From an optimization exercise on the open Yosys and OpenROAD flow, aimed at small area; shortcuts taken in it are not production practice.
The RTL was checked by simulation tests, not by an equivalence proof against the original design.

==> wip/harbor: inputs <==
==> flow/design.v <==
module dtmf
(
	input	wire			clk,
	input	wire			rst,
	input	wire			valid,
	input	wire	[11:0]	data,
	output	reg				newKey,
	output	wire	 [7:0]	theKey,
	output	reg				dtmf_valid,
	output	wire	 [3:0]	dtmf_data
);
function [11:0] coef (input [2:0] i);
	case (i)
		3'd0: coef = 12'd3488;
		3'd1: coef = 12'd3350;
		3'd2: coef = 12'd3200;
		3'd3: coef = 12'd3037;
		3'd4: coef = 12'd2382;
		3'd5: coef = 12'd2066;
		3'd6: coef = 12'd1618;
		default: coef = 12'd1146;
	endcase
endfunction
reg [4:0] ph;
wire [1:0] k  = ph[1:0];
wire [2:0] sf = ph[4:2];
wire slot_end = (k == 2'd3);
reg [7:0] cnt;					 
wire vn = valid && (cnt != 8'd0);	 
wire vc = valid && (cnt == 8'd0);	 
reg [11:0] xr;					 
reg [11:0] x0r;					 
reg pend;						 
reg combp;						 
reg sact;						 
reg cmode;						 
reg [2:0] scnt;					 
reg have;						 
always @ (posedge clk)
begin
	if (rst)
	begin
		ph <= 0;
		cnt <= 0;
		pend <= 0;
		combp <= 0;
		sact <= 0;
		cmode <= 0;
		scnt <= 0;
		have <= 0;
	end
	else
	begin
		ph <= ph + 5'd1;
		if (valid)
			cnt <= (cnt == 8'd204) ? 8'd0 : cnt + 8'd1;
		if (vc)
		begin
			combp <= 1'b1;
			have <= 1'b1;
		end
		if (slot_end)
		begin
			if (sact && scnt != 3'd7)
			begin
				scnt <= scnt + 3'd1;
				if (vn) pend <= 1'b1;
			end
			else if (pend || vn)
			begin
				sact <= 1'b1;
				scnt <= 3'd0;
				cmode <= combp;
				combp <= 1'b0;
				pend <= 1'b0;
			end
			else
				sact <= 1'b0;
		end
		else if (vn)
			pend <= 1'b1;
	end
end
always @ (posedge clk)
begin
	if (vn) xr <= data;
	if (vc) x0r <= data;
end
reg [139:0] q1s;				 
reg [159:0] q2s;				 
reg [19:0] res;					 
wire [4:0] q1t = q1s[4:0];
wire [4:0] q2t = q2s[4:0];
wire [19:0] sx0 = {{8{x0r[11]}}, x0r};
reg [4:0] x0d;
always @*
	case (k)
		2'd0: x0d = sx0[4:0];
		2'd1: x0d = sx0[9:5];
		2'd2: x0d = sx0[14:10];
		default: x0d = sx0[19:15];
	endcase
wire [4:0] dq = cmode ? x0d : q1t;		 
wire [4:0] eq = cmode ? 5'd0 : q2t;		 
wire [11:0] Cf = coef(sf);
wire [17:0] C16 = {2'b00, Cf, 4'd0};
wire [23:0] r0 = dq[0] ? {12'd0, Cf}       : 24'd0;
wire [23:0] r1 = dq[1] ? {11'd0, Cf, 1'b0} : 24'd0;
wire [23:0] r2 = dq[2] ? {10'd0, Cf, 2'b0} : 24'd0;
wire [23:0] r3 = dq[3] ? {9'd0, Cf, 3'b0}  : 24'd0;
wire [17:0] r4 = dq[4] ? (slot_end ? (18'd0 - C16) : C16) : 18'd0;
wire e5 = slot_end & eq[4];
wire [23:0] r4x = {6'd0, ~r4[17], r4[16:0]};			 
wire [23:0] rex = {7'd0, e5, ~eq, 11'd0};				 
localparam [23:0] KM = 24'hFD0800;
reg signed [18:0] accm;
reg [3:0] lowb;
wire [23:0] base = (k == 2'd0) ? {xr[11], xr, 11'd1024} : {{5{accm[18]}}, accm};
wire [23:0] m1s, m1c, m2s, m2c, m3s, m3c, m4s, m4c, m5s, m5c, m6s, m6c;
csa #(24) ma (base, r0, r1, m1s, m1c);
csa #(24) mb (r2, r3, r4x, m2s, m2c);
csa #(24) mc_ (rex, KM, m1s, m3s, m3c);
csa #(24) md (m1c, m2s, m2c, m4s, m4c);
csa #(24) me (m3s, m3c, m4s, m5s, m5c);
csa #(24) mf_ (m5s, m5c, m4c, m6s, m6c);
wire [23:0] S_u;
rca #(24) mz (m6s, m6c, S_u);
wire signed [23:0] S = S_u;
wire ovf = !((&S[19:15]) || !(|S[19:15]));
wire [19:0] q1n = ovf ? (S[23] ? 20'h80000 : 20'h7ffff) : {S[15:0], lowb};
always @ (posedge clk)
begin
	accm <= S[23:5];
	lowb <= S[4:1];
	res <= (sact && slot_end) ? q1n : {q1t, res[19:5]};
	q1s <= {res[4:0], q1s[139:5]};
	q2s <= {(sact ? dq : q2t), q2s[159:5]};
end
reg mpend;
reg mact;
reg [6:0] mt;
reg [2:0] ms;
reg eng;
reg [2:0] mf;
reg [19:0] M1, M2;
reg signed [32:0] V;
reg signed [32:0] ACC;
reg stk;
reg [7:0] pressed;
reg decide;
wire mload = mact && (mt < 7'd64) && (mt[2:0] == (mt[5] ? 3'd4 : 3'd0)) && !(mt == 7'd32);
wire [11:0] mc = coef(mf);
wire [11:0] kn = 12'd0 - mc;
wire [12:0] kx = {kn, 1'b0};
wire vph = (ms < 3'd3);
wire dph = !vph;
reg [2:0] kw_hi, kw_lo;
always @*
	case (ms)
		3'd0: begin kw_hi = kx[12:10]; kw_lo = kx[10:8]; end
		3'd1: begin kw_hi = kx[8:6];   kw_lo = kx[6:4]; end
		default: begin kw_hi = kx[4:2]; kw_lo = kx[2:0]; end
	endcase
wire [2:0] mm = ms - 3'd3;
wire [20:0] q1e = {M1, 1'b0};
wire [20:0] q2e = {M2, 1'b0};
reg [4:0] w1, w2;
always @*
	case (mm)
		3'd0: begin w1 = q1e[4:0];   w2 = q2e[4:0];   end
		3'd1: begin w1 = q1e[8:4];   w2 = q2e[8:4];   end
		3'd2: begin w1 = q1e[12:8];  w2 = q2e[12:8];  end
		3'd3: begin w1 = q1e[16:12]; w2 = q2e[16:12]; end
		default: begin w1 = q1e[20:16]; w2 = q2e[20:16]; end
	endcase
wire [2:0] wv0 = vph ? kw_lo : w1[2:0];
wire [2:0] wv1 = vph ? kw_hi : w1[4:2];
wire [2:0] wq0 = vph ? {(ms == 3'd2) & mc[11], 2'b00} : w2[2:0];
wire [2:0] wq1 = vph ? 3'b000 : w2[4:2];
wire nq0 = wq0[2] & ~(wq0[1] & wq0[0]);
wire oq0 = wq0[1] ^ wq0[0];
wire tq0 = (wq0[2] & ~wq0[1] & ~wq0[0]) | (~wq0[2] & wq0[1] & wq0[0]);
wire nq1 = wq1[2] & ~(wq1[1] & wq1[0]);
wire oq1 = wq1[1] ^ wq1[0];
wire tq1 = (wq1[2] & ~wq1[1] & ~wq1[0]) | (~wq1[2] & wq1[1] & wq1[0]);
wire nv0 = wv0[2] & ~(wv0[1] & wv0[0]);
wire ov0 = wv0[1] ^ wv0[0];
wire tv0 = (wv0[2] & ~wv0[1] & ~wv0[0]) | (~wv0[2] & wv0[1] & wv0[0]);
wire nv1 = wv1[2] & ~(wv1[1] & wv1[0]);
wire ov1 = wv1[1] ^ wv1[0];
wire tv1 = (wv1[2] & ~wv1[1] & ~wv1[0]) | (~wv1[2] & wv1[1] & wv1[0]);
wire [32:0] MV = vph ? {{13{M2[19]}}, M2} : V;
wire [20:0] rq0 = (({21{oq0}} & {M2[19], M2}) | ({21{tq0}} & {M2, 1'b0})) ^ {21{nq0}};
wire [20:0] rq1 = (({21{oq1}} & {M2[19], M2}) | ({21{tq1}} & {M2, 1'b0})) ^ {21{nq1}};
wire [33:0] rv0 = (({34{ov0}} & {MV[32], MV}) | ({34{tv0}} & {MV, 1'b0})) ^ {34{nv0}};
wire [33:0] rv1 = (({34{ov1}} & {MV[32], MV}) | ({34{tv1}} & {MV, 1'b0})) ^ {34{nv1}};
wire [32:0] accg = (ms == 3'd0) ? {{10{M1[19]}}, M1, 3'd0} :
                   vph ? {V[28:0], 4'd0} :
                   (ms == 3'd3) ? 33'd0 : ACC;
wire [36:0] da = {4'd0, ~accg[32], accg[31:0]};
wire [36:0] dv0 = {3'd0, ~rv0[33], rv0[32:0]};
wire [36:0] dv1 = {1'd0, ~rv1[33], rv1[32:0], 2'b00};
wire [36:0] dq0 = {5'd0, ~rq0[20], rq0[19:0], 11'd0};
wire [36:0] dq1 = {3'd0, ~rq1[20], rq1[19:0], 13'd0};
localparam [36:0] KD = 37'h1000000000 | 37'h200000000 | 37'h80000000;
wire [36:0] dx = KD | {23'd0, nq1, 1'b0, nq0, 8'd0, nv1, 1'b0, nv0};
wire [36:0] d1s, d1c, d2s, d2c, d3s, d3c, d4s, d4c;
csa #(37) da_ (da, dv0, dv1, d1s, d1c);
csa #(37) db_ (dq0, dq1, dx, d2s, d2c);
csa #(37) dc_ (d1s, d1c, d2s, d3s, d3c);
csa #(37) dd_ (d3s, d3c, d2c, d4s, d4c);
wire [36:0] asum;
rca #(37) dz (d4s, d4c, asum);
wire signed [32:0] anext = asum[36:4];
wire snext = stk | (|asum[3:0]);
wire on = (anext > 33'sd819200) || (anext == 33'sd819200 && snext);
always @ (posedge clk)
begin
	if (rst)
	begin
		mpend <= 0;
		mact <= 0;
		mt <= 0;
		eng <= 0;
		decide <= 0;
	end
	else
	begin
		decide <= 0;
		if (vc && have) mpend <= 1'b1;
		if (mact) mt <= mt + 7'd1;
		if (slot_end && (mpend || (vc && have)))
		begin
			mact <= 1'b1;
			mt <= 0;
			mpend <= 1'b0;
		end
		if (mload)
		begin
			eng <= 1'b1;
		end
		else if (eng && ms == 3'd7)
		begin
			eng <= 1'b0;
		end
		if (mact && mt == 7'd68)
		begin
			mact <= 1'b0;
			decide <= 1'b1;
		end
	end
end
always @ (posedge clk)
begin
	if (mload)
	begin
		M1 <= q1s[19:0];
		M2 <= q2s[19:0];
		mf <= sf;
		ms <= 3'd0;
	end
	else if (eng)
		ms <= ms + 3'd1;
	if (eng)
	begin
		if (vph)
			V <= asum[32:0];
		else
		begin
			ACC <= anext;
			stk <= (ms == 3'd3) ? (|asum[3:0]) : snext;
		end
		if (ms == 3'd7)
			pressed[mf] <= on;
	end
end
wire [3:0] rows = pressed[3:0];
wire [3:0] cols = pressed[7:4];
wire found = (|rows) && (|cols);
wire [1:0] ri = rows[0] ? 2'd0 : rows[1] ? 2'd1 : rows[2] ? 2'd2 : 2'd3;
wire [1:0] ci = cols[0] ? 2'd0 : cols[1] ? 2'd1 : cols[2] ? 2'd2 : 2'd3;
reg [3:0] code;
always @*
	case ({ri, ci})
		4'h0: code = 4'd1;  4'h1: code = 4'd2;  4'h2: code = 4'd3;  4'h3: code = 4'd13;
		4'h4: code = 4'd4;  4'h5: code = 4'd5;  4'h6: code = 4'd6;  4'h7: code = 4'd14;
		4'h8: code = 4'd7;  4'h9: code = 4'd8;  4'ha: code = 4'd9;  4'hb: code = 4'd15;
		4'hc: code = 4'd11; 4'hd: code = 4'd10; 4'he: code = 4'd12; default: code = 4'd0;
	endcase
reg [3:0] kcode;
reg khave;
reg [7:0] ascii;
always @*
	case (kcode)
		4'd0: ascii = "D";
		4'd10: ascii = "0";
		4'd11: ascii = "*";
		4'd12: ascii = "#";
		4'd13: ascii = "A";
		4'd14: ascii = "B";
		4'd15: ascii = "C";
		default: ascii = {4'h3, kcode};
	endcase
assign theKey = khave ? ascii : 8'd0;
assign dtmf_data = dtmf_valid ? kcode : 4'd0;
always @ (posedge clk)
begin
	if (rst)
	begin
		newKey <= 0;
		dtmf_valid <= 0;
		khave <= 0;
	end
	else
	begin
		newKey <= 1'b0;
		if (decide)
		begin
			dtmf_valid <= found;
			if (found)
			begin
				khave <= 1'b1;
				kcode <= code;
				newKey <= !khave || (code != kcode);
			end
		end
	end
end
endmodule
module csa #(parameter W = 8)
(
	input	wire	[W-1:0]	a,
	input	wire	[W-1:0]	b,
	input	wire	[W-1:0]	c,
	output	wire	[W-1:0]	s,
	output	wire	[W-1:0]	co
);
wire [W-1:0] m = (a & b) | (a & c) | (b & c);
assign s = a ^ b ^ c;
assign co = {m[W-2:0], 1'b0};
endmodule
module rca #(parameter W = 8)
(
	input	wire	[W-1:0]	a,
	input	wire	[W-1:0]	b,
	output	wire	[W-1:0]	s
);
wire [W:0] c;
assign c[0] = 1'b0;
genvar i;
generate for (i = 0; i < W; i = i + 1) begin : bit_
	assign s[i] = a[i] ^ b[i] ^ c[i];
	assign c[i+1] = (a[i] & b[i]) | (a[i] & c[i]) | (b[i] & c[i]);
end endgenerate
endmodule
==> flow/run.sh <==
#!/bin/bash
# synth_recipe.tcl (not shown) runs the flow's synth.tcl, then flattens the netlist and writes it again
# the make line also repeats each setting of config.mk as NAME=value (left out here)
make -C /OpenROAD-flow-scripts/flow DESIGN_CONFIG=/design/flow/config.mk WORK_HOME=/design/flow/orfs CLKGATE_MAP_FILE= SYNTH_SCRIPT=/design/flow/synth_recipe.tcl finish
==> flow/config.mk <==
export PLATFORM = sky130hd
export DESIGN_NAME = dtmf
export DESIGN_NICKNAME = dtmf
export VERILOG_FILES = /design/flow/design.v
export SDC_FILE = /design/flow/constraint.sdc
export NUM_CORES = 4
export LEC_CHECK = 0
export ABC_AREA = 1
export CAP_MARGIN = 20
export CORE_MARGIN = 2
export CORE_UTILIZATION = 40
export SLEW_MARGIN = 20
==> flow/constraint.sdc <==
create_clock -name core_clock -period 20.0 [get_ports {clk}]
set_input_delay 4.0000 -clock core_clock [delete_from_list [all_inputs] [get_ports {clk}]]
set_output_delay 4.0000 -clock core_clock [all_outputs]
set_load 0.01 [all_outputs]
==> wip/amber (differences from wip/harbor) <==
--- a/flow/design.v
+++ b/flow/design.v
@@ -21,6 +21,18 @@
 		default: coef = 12'd1146;
 	endcase
 endfunction
+function [11:0] kneg (input [2:0] i);
+	case (i)
+		3'd0: kneg = 12'd608;
+		3'd1: kneg = 12'd746;
+		3'd2: kneg = 12'd896;
+		3'd3: kneg = 12'd1059;
+		3'd4: kneg = 12'd1714;
+		3'd5: kneg = 12'd2030;
+		3'd6: kneg = 12'd2478;
+		default: kneg = 12'd2950;
+	endcase
+endfunction
 reg [4:0] ph;
 wire [1:0] k  = ph[1:0];
 wire [2:0] sf = ph[4:2];
@@ -150,7 +162,7 @@
 reg decide;
 wire mload = mact && (mt < 7'd64) && (mt[2:0] == (mt[5] ? 3'd4 : 3'd0)) && !(mt == 7'd32);
 wire [11:0] mc = coef(mf);
-wire [11:0] kn = 12'd0 - mc;
+wire [11:0] kn = kneg(mf);
 wire [12:0] kx = {kn, 1'b0};
 wire vph = (ms < 3'd3);
 wire dph = !vph;
@@ -257,22 +269,14 @@
 		M1 <= q1s[19:0];
 		M2 <= q2s[19:0];
 		mf <= sf;
-		ms <= 3'd0;
-	end
-	else if (eng)
-		ms <= ms + 3'd1;
-	if (eng)
-	begin
-		if (vph)
-			V <= asum[32:0];
-		else
-		begin
-			ACC <= anext;
-			stk <= (ms == 3'd3) ? (|asum[3:0]) : snext;
-		end
-		if (ms == 3'd7)
-			pressed[mf] <= on;
 	end
+	ms <= mload ? 3'd0 : ms + 3'd1;
+	if (vph)
+		V <= asum[32:0];
+	ACC <= anext;
+	stk <= (ms == 3'd3) ? (|asum[3:0]) : snext;
+	if (eng && ms == 3'd7)
+		pressed[mf] <= on;
 end
 wire [3:0] rows = pressed[3:0];
 wire [3:0] cols = pressed[7:4];
CORE_UTILIZATION = 60   (was 40)
CTS_BUF_LIST = sky130_fd_sc_hd__clkbuf_16   (was unset)
CTS_CLUSTER_DIAMETER = 80   (was unset)
CTS_CLUSTER_SIZE = 24   (was unset)
==> run summary <==
Outcome = complete, no violations
Mux share of post-synthesis cell area = 0.00160
Critical Path RT = 20,360 ps
Multi-input gate area = 11,300 um2
Skew final = 24.1 ps
That was wip/amber.
==> run summary <==
Outcome = complete, no violations
Fin util = 0.452
Skew final = 25.4 ps
GR met3 Demand/Resource = 0.0244
Rel. slew slack = 0.318
Met1 usage = 0.258
Mux share of post-synthesis cell area = 0.00157
Multi-input gate area = 11,500 um2
That was wip/harbor.

==> what the ideal ports hide <==
How much do the figures lean on ideal ports? The routed layouts below were timed once more, with nothing changed but the port constraints. Step 1 sets driving cells, clkbuf_16 on the clock port and buf_2 on the other inputs (assumed; they add their load-dependent delay and slew). Step 2 times the ports against the registers' clock, not the clock port: input delays grow and output delays shrink by t, the midpoint of the rising clock arrivals with the driver on. Slacks: no drivers / after step 1 / after step 2; pairs: no drivers / after step 1.
run	t (ns)	setup WS [ns]	hold WS [ns]	cell pins on the clock port's net
wip/harbor	0.663	0.962 / 0.962 / 0.962	0.319 / 0.319 / 0.319	1
wip/amber	0.659	1.081 / 1.081 / 1.081	0.323 / 0.323 / 0.323	1
After both steps every run listed still meets setup and hold.
